Background: an optimization exercise with open tools, aiming at small area and a short achievable clock period. Do not read the settings as production practice. Only simulation tests tie the RTL to the original design; equivalence was not proved.

==> inputs of run a <==
// cordic
module cordic #(
    parameter integer C_S00_AXIS_TDATA_WIDTH = 32,
    parameter integer C_M00_AXIS_TDATA_WIDTH = 32,
    parameter integer C_NUM_CORDIC_ITERATIONS = 16,
    parameter integer C_CORDIC_FRAC_WIDTH = 16,
    parameter integer C_CORDIC_GAIN = 39796
)(
    input wire s00_axis_aclk,
    input wire s00_axis_aresetn,
    input wire s00_axis_tlast,
    input wire s00_axis_tvalid,
    input wire [C_S00_AXIS_TDATA_WIDTH-1:0] s00_axis_tdata,
    input wire [(C_S00_AXIS_TDATA_WIDTH/8)-1:0] s00_axis_tstrb,
    output logic s00_axis_tready,
    input wire m00_axis_tready,
    output logic m00_axis_tvalid,
    output logic m00_axis_tlast,
    output logic [C_M00_AXIS_TDATA_WIDTH-1:0] m00_axis_tdata,  
    output logic [(C_M00_AXIS_TDATA_WIDTH/8)-1:0] m00_axis_tstrb
);
    localparam integer HALF_GAIN = C_CORDIC_GAIN / 2;
    localparam logic [256-1:0] ZT0 = {16'hbe12, 16'hfe10, 16'he3d8, 16'h23d6, 16'hd208, 16'h1206, 16'hf7ce, 16'h37cc, 16'hc834, 16'h0832, 16'hedfa, 16'h2df8, 16'hdc2a, 16'h1c28, 16'h01f0, 16'h41ee};
    localparam logic [256-1:0] ZT1 = {16'hfb3d, 16'h0053, 16'hfdc7, 16'h02dd, 16'hfc81, 16'h0197, 16'hff0b, 16'h0421, 16'hfbdf, 16'h00f5, 16'hfe69, 16'h037f, 16'hfd23, 16'h0239, 16'hffad, 16'h04c3};
  ...
==> flow/config.mk <==
export PLATFORM = sky130hd
export DESIGN_NAME = cordic
export DESIGN_NICKNAME = cordic
export VERILOG_FILES = /design/flow/design.v
export SDC_FILE = /design/flow/constraint.sdc
export NUM_CORES = 4
export LEC_CHECK = 0
export CAP_MARGIN = 20
export CORE_MARGIN = 2
export CORE_UTILIZATION = 40
export SLEW_MARGIN = 20
==> flow/constraint.sdc <==
create_clock -name core_clock -period 10.0 [get_ports {s00_axis_aclk}]
set_input_delay 2.0000 -clock core_clock [delete_from_list [all_inputs] [get_ports {s00_axis_aclk}]]
set_output_delay 2.0000 -clock core_clock [all_outputs]
set_load 0.01 [all_outputs]
standard.sh (not shown) runs the stock make flow with config.mk's settings and CLKGATE_MAP_FILE= SYNTH_SCRIPT=/design/flow/synth_recipe.tcl, a recipe that flattens the netlist after the stock synthesis.
==> flow/flow/run.sh <==
#!/bin/bash
set -euo pipefail
export SETUP_SLACK_MARGIN=5.7
bash standard.sh > standard.log 2>&1
==> run b: changes against run a <==
--- a/flow/design.v
+++ b/flow/design.v
@@ -65,51 +65,38 @@
             v_r[2] <= v_r[1];
             l_r[2] <= l_r[1];
         end
     end
     wire s2 = y2_r[19];
-    wire [19:0] u1 = {~x2_r[19], x2_r[18:0]};
-    wire [18:0] t1 = y2_r[18:0] ^ {19{s2}};
-    wire [19:0] u2 = {~y2_r[19], y2_r[18:0]};
-    wire [19:0] t2n = x2_r ^ {20{~s2}};
-    wire [19:0] t2 = {~t2n[19], t2n[18:0]};
-    wire cy = x2_r[0] & (s2 == x2_r[19]);
-    wire [33:0] xs_c, xc_c, ys_c, yc_c;
-    csa9949 #(.WB(19)) cmx (.a(u1), .b(t1), .s(xs_c), .c(xc_c));
-    csa9949 #(.WB(20)) cmy (.a(u2), .b(t2), .s(ys_c), .c(yc_c));
-    logic [33:0] xs_r, xc_r, ys_r, yc_r;
+    wire [22:0] wc = {x2_r, 3'b001} + {2'b00, y2_r ^ {20{s2}}, s2};
+    wire [22:0] vc = {y2_r, 3'b001} + {{2{x2_r[19] ^ ~s2}}, x2_r ^ {20{~s2}}, ~s2};
+    logic signed [21:0] w_r, v3_r;
     logic cy_r;
     logic [2:0] dec3_r;
     always_ff @(posedge s00_axis_aclk) begin
         if (en) begin
-            xs_r   <= xs_c;
-            xc_r   <= xc_c;
-            ys_r   <= ys_c;
-            yc_r   <= yc_c;
-            cy_r   <= cy;
+            w_r    <= wc[22:1];
+            v3_r   <= vc[22:1];
+            cy_r   <= x2_r[0] & (s2 == x2_r[19]);
             dec3_r <= {s2, dec2_r};
             f_r[3] <= f_r[2];
             v_r[3] <= v_r[2];
             l_r[3] <= l_r[2];
         end
     end
     logic [32:0] xw [3:15];
-    logic [32:0] yw [3:14];
-    logic [17:0] y15c;         
+    logic [32:0] yw [3:15];
     logic [13:0] dw [4:16];    
-    wire [33:0] x3, y3;
-    wire [33:0] kx = dec3_r[2] ? 34'd12117355665 : 34'd12117345716;
-    wire [33:0] ky = dec3_r[2] ? (cy_r ? 34'd6748112310 : 34'd6748112308)
-                               : (cy_r ? 34'd6748122259 : 34'd6748122257);
-    cpa3 fx (.s(xs_r), .c(xc_r), .k(kx), .p(x3));
-    cpa3 fy (.s(ys_r), .c(yc_r), .k(ky), .p(y3));
+    wire [32:0] x3, y3;
+    mul9949 mx (.v(w_r), .cy(1'b0), .p(x3));
+    mul9949 my (.v(v3_r), .cy(cy_r), .p(y3));
     logic [32:0] x4_r, y4_r;
     logic [2:0] dec4_r;
     always_ff @(posedge s00_axis_aclk) begin
         if (en) begin
-            x4_r   <= x3[33:1];
-            y4_r   <= y3[33:1];
+            x4_r   <= x3;
+            y4_r   <= y3;
             dec4_r <= dec3_r;
             f_r[4] <= f_r[3];
             v_r[4] <= v_r[3];
             l_r[4] <= l_r[3];
         end
@@ -133,45 +120,35 @@
         wire cy = s ? (xneg & xlo) : ~(xneg & xlo);
         wire [WO-1:0] xn, yn;
         wire [WO-1:0] yop = WO'(y[WI-2:k] ^ {(WI-1-k){s}});
         addc #(WO) ax (.a(x[WO-1:0]), .b(yop), .ci(cx), .s(xn));
         addc #(WO) ay (.a(y[WO-1:0]), .b(xs[WO-1:0] ^ {WO{~s}}), .ci(cy), .s(yn));
-        logic [WO-1:0] x_r;
+        logic [WO-1:0] x_r, y_r;
         logic [k:0] d_r;
         always_ff @(posedge s00_axis_aclk) begin
             if (en) begin
                 x_r <= xn;
+                y_r <= yn;
                 d_r <= {s, dw[k+1][k-1:0]};
                 f_r[k+2] <= f_r[k+1];
                 v_r[k+2] <= v_r[k+1];
                 l_r[k+2] <= l_r[k+1];
             end
         end
         assign xw[k+1] = 33'(x_r);
-        if (k < 14) begin : yfull
-            logic [WO-1:0] y_r;
-            always_ff @(posedge s00_axis_aclk) begin
-                if (en) y_r <= yn;
-            end
-            assign yw[k+1] = 33'($signed(y_r));
-        end else begin : ylast
-            logic [17:0] y_r;
-            always_ff @(posedge s00_axis_aclk) begin
-                if (en) y_r <= {yn[31:15], |yn[14:0]};
-            end
-            assign y15c = y_r;
-        end
+        assign yw[k+1] = 33'($signed(y_r));
         if (k < 13) begin : dfull
             assign dw[k+2] = 14'(d_r);
         end else begin : dtrim
             assign dw[k+2] = d_r[13:0];
         end
     end endgenerate
     wire [31:0] x15 = xw[15][31:0];
-    wire s15 = y15c[17];
-    wire [31:0] ys15 = {{15{y15c[17]}}, y15c[17:1]};
-    wire cx15 = s15 & ~y15c[0];
+    wire [31:0] y15 = yw[15][31:0];
+    wire s15 = y15[31];
+    wire [31:0] ys15 = 32'($signed(y15) >>> 15);
+    wire cx15 = s15 & ~|y15[14:0];
     wire [31:0] x16;
     addc #(32) a16 (.a(x15), .b(ys15 ^ {32{s15}}), .ci(cx15), .s(x16));
     wire [15:0] z = ZT0[16*dw[16][3:0] +: 16] + ZT1[16*dw[16][7:4] +: 16] + ZT2[16*dw[16][13:8] +: 16];
     logic [15:0] mag_r, ang_r;
     always_ff @(posedge s00_axis_aclk) begin
@@ -186,75 +163,21 @@
     assign m00_axis_tvalid = v_r[17];
     assign m00_axis_tlast  = l_r[17];
     assign s00_axis_tready = m00_axis_tready;
     assign m00_axis_tstrb  = 4'hf;
 endmodule
-module csa9949 #(parameter integer WB = 20) (
-    input  wire [19:0] a,
-    input  wire [WB-1:0] b,
-    output wire [33:0] s,
-    output wire [33:0] c
+module mul9949 (
+    input  wire signed [21:0] v,
+    input  wire cy,
+    output wire [32:0] p
 );
-    wire [19:0] ai = ~a;
-    wire [WB-1:0] bi = ~b;
-    wire [33:0] az = {14'd0, a};
-    wire [33:0] an = {14'd0, ai};
-    wire [33:0] bz = {{(34-WB){1'b0}}, b};
-    wire [33:0] bn = {{(34-WB){1'b0}}, bi};
-    wire [33:0] r [0:11];
-    assign r[0]  = az << 15;
-    assign r[1]  = az << 13;
-    assign r[2]  = an << 10;
-    assign r[3]  = an << 7;
-    assign r[4]  = an << 4;
-    assign r[5]  = az << 2;
-    assign r[6]  = bz << 13;
-    assign r[7]  = bz << 11;
-    assign r[8]  = bn << 8;
-    assign r[9]  = bn << 5;
-    assign r[10] = bn << 2;
-    assign r[11] = bz;
-    wire [33:0] l1 [0:7];
-    wire [33:0] l2 [0:5];
-    wire [33:0] l3 [0:3];
-    wire [33:0] l4 [0:2];
-    genvar g;
-    generate
-        for (g = 0; g < 4; g = g + 1) begin : lv1
-            csa3 m (.x(r[3*g]), .y(r[3*g+1]), .z(r[3*g+2]), .s(l1[2*g]), .c(l1[2*g+1]));
-        end
-        for (g = 0; g < 2; g = g + 1) begin : lv2
-            csa3 m (.x(l1[3*g]), .y(l1[3*g+1]), .z(l1[3*g+2]), .s(l2[2*g]), .c(l2[2*g+1]));
-        end
-    endgenerate
-    assign l2[4] = l1[6];
-    assign l2[5] = l1[7];
-    csa3 m3a (.x(l2[0]), .y(l2[1]), .z(l2[2]), .s(l3[0]), .c(l3[1]));
-    csa3 m3b (.x(l2[3]), .y(l2[4]), .z(l2[5]), .s(l3[2]), .c(l3[3]));
-    csa3 m4 (.x(l3[0]), .y(l3[1]), .z(l3[2]), .s(l4[0]), .c(l4[1]));
-    assign l4[2] = l3[3];
-    csa3 m5 (.x(l4[0]), .y(l4[1]), .z(l4[2]), .s(s), .c(c));
-endmodule
-module csa3 (
-    input  wire [33:0] x,
-    input  wire [33:0] y,
-    input  wire [33:0] z,
-    output wire [33:0] s,
-    output wire [33:0] c
-);
-    assign s = x ^ y ^ z;
-    assign c = ((x & y) | (x & z) | (y & z)) << 1;
-endmodule
-module cpa3 (
-    input  wire [33:0] s,
-    input  wire [33:0] c,
-    input  wire [33:0] k,
-    output wire [33:0] p
-);
-    wire [33:0] hs, hc;
-    csa3 m (.x(s), .y(c), .z(k), .s(hs), .c(hc));
-    addc #(34) fin (.a(hs), .b(hc), .ci(1'b0), .s(p));
+    wire [21:0] u = {~v[21], v[20:0]};
+    wire [34:0] uz = {13'd0, u};
+    wire [34:0] nz = {13'd0, ~u};
+    wire [34:0] sum = (uz << 13) + (uz << 11) + (nz << 8) + (nz << 5) + (nz << 2) + uz
+                      + 35'd12270436644 + {33'd0, cy, 1'b0};
+    assign p = sum[33:1];
 endmodule
 module addc #(parameter integer N = 32) (
     input  wire [N-1:0] a,
     input  wire [N-1:0] b,
     input  wire ci,
==> notes <==
Of run b and run a, run a has the higher cell area (gap about 8%, measured against run a).
Between run a and run b, the lower cell count is in run b (gap about 7%, measured against run b).
Of run b and run a, run a has the higher sequential cell count (gap 70).
Between run a and run b, the lower maximum frequency is in run b (gap about 14%, measured against run b).
Between run b and run a, the lower clock skew is in run a (gap 0.018 ns).
Non-clock buffer count: run b is lower than run a (71).
In core utilization, run b and run a hardly differ.
Between run b and run a, the lower via count is in run b (gap 7.1%, measured against run a).
Of run a and run b, run a has the higher register-to-register slack (gap 0.62 ns).
Between run a and run b, the lower synthesized cell count is in run b (gap 6.0%, measured against run b).

==> static timing again, ports no longer ideal <==
The results above use ideal ports. As a check the final layouts listed here were re-extracted and re-timed, cells and wires unchanged.
Step 1: set_driving_cell puts a clkbuf_16 on s00_axis_aclk and a buf_2 on each other input, an assumption about the parent block.
Step 2 adds t to the input delays and takes it off the output delays; t is the mean of the earliest and latest rising clock arrival at the registers after step 1. Input paths then give back, and output paths get back, about the clock's delay inside the block.
Three values: no drivers, after step 1, after step 2; two values: the first two.
run	shift t [ns]	slack for setup (ns)	hold slack, ns	pins driven straight from the clock port
run a	0.889	5.468 / 5.468 / 4.839	0.412 / 0.412 / 0.412	1
run b	0.865	4.848 / 4.848 / 4.848	0.404 / 0.404 / 0.404	1
After both steps setup and hold are still met in every run listed. For run a, which loses most, drivers alone change the setup slack by 0.000 ns; drivers and shift together by -0.629 ns.
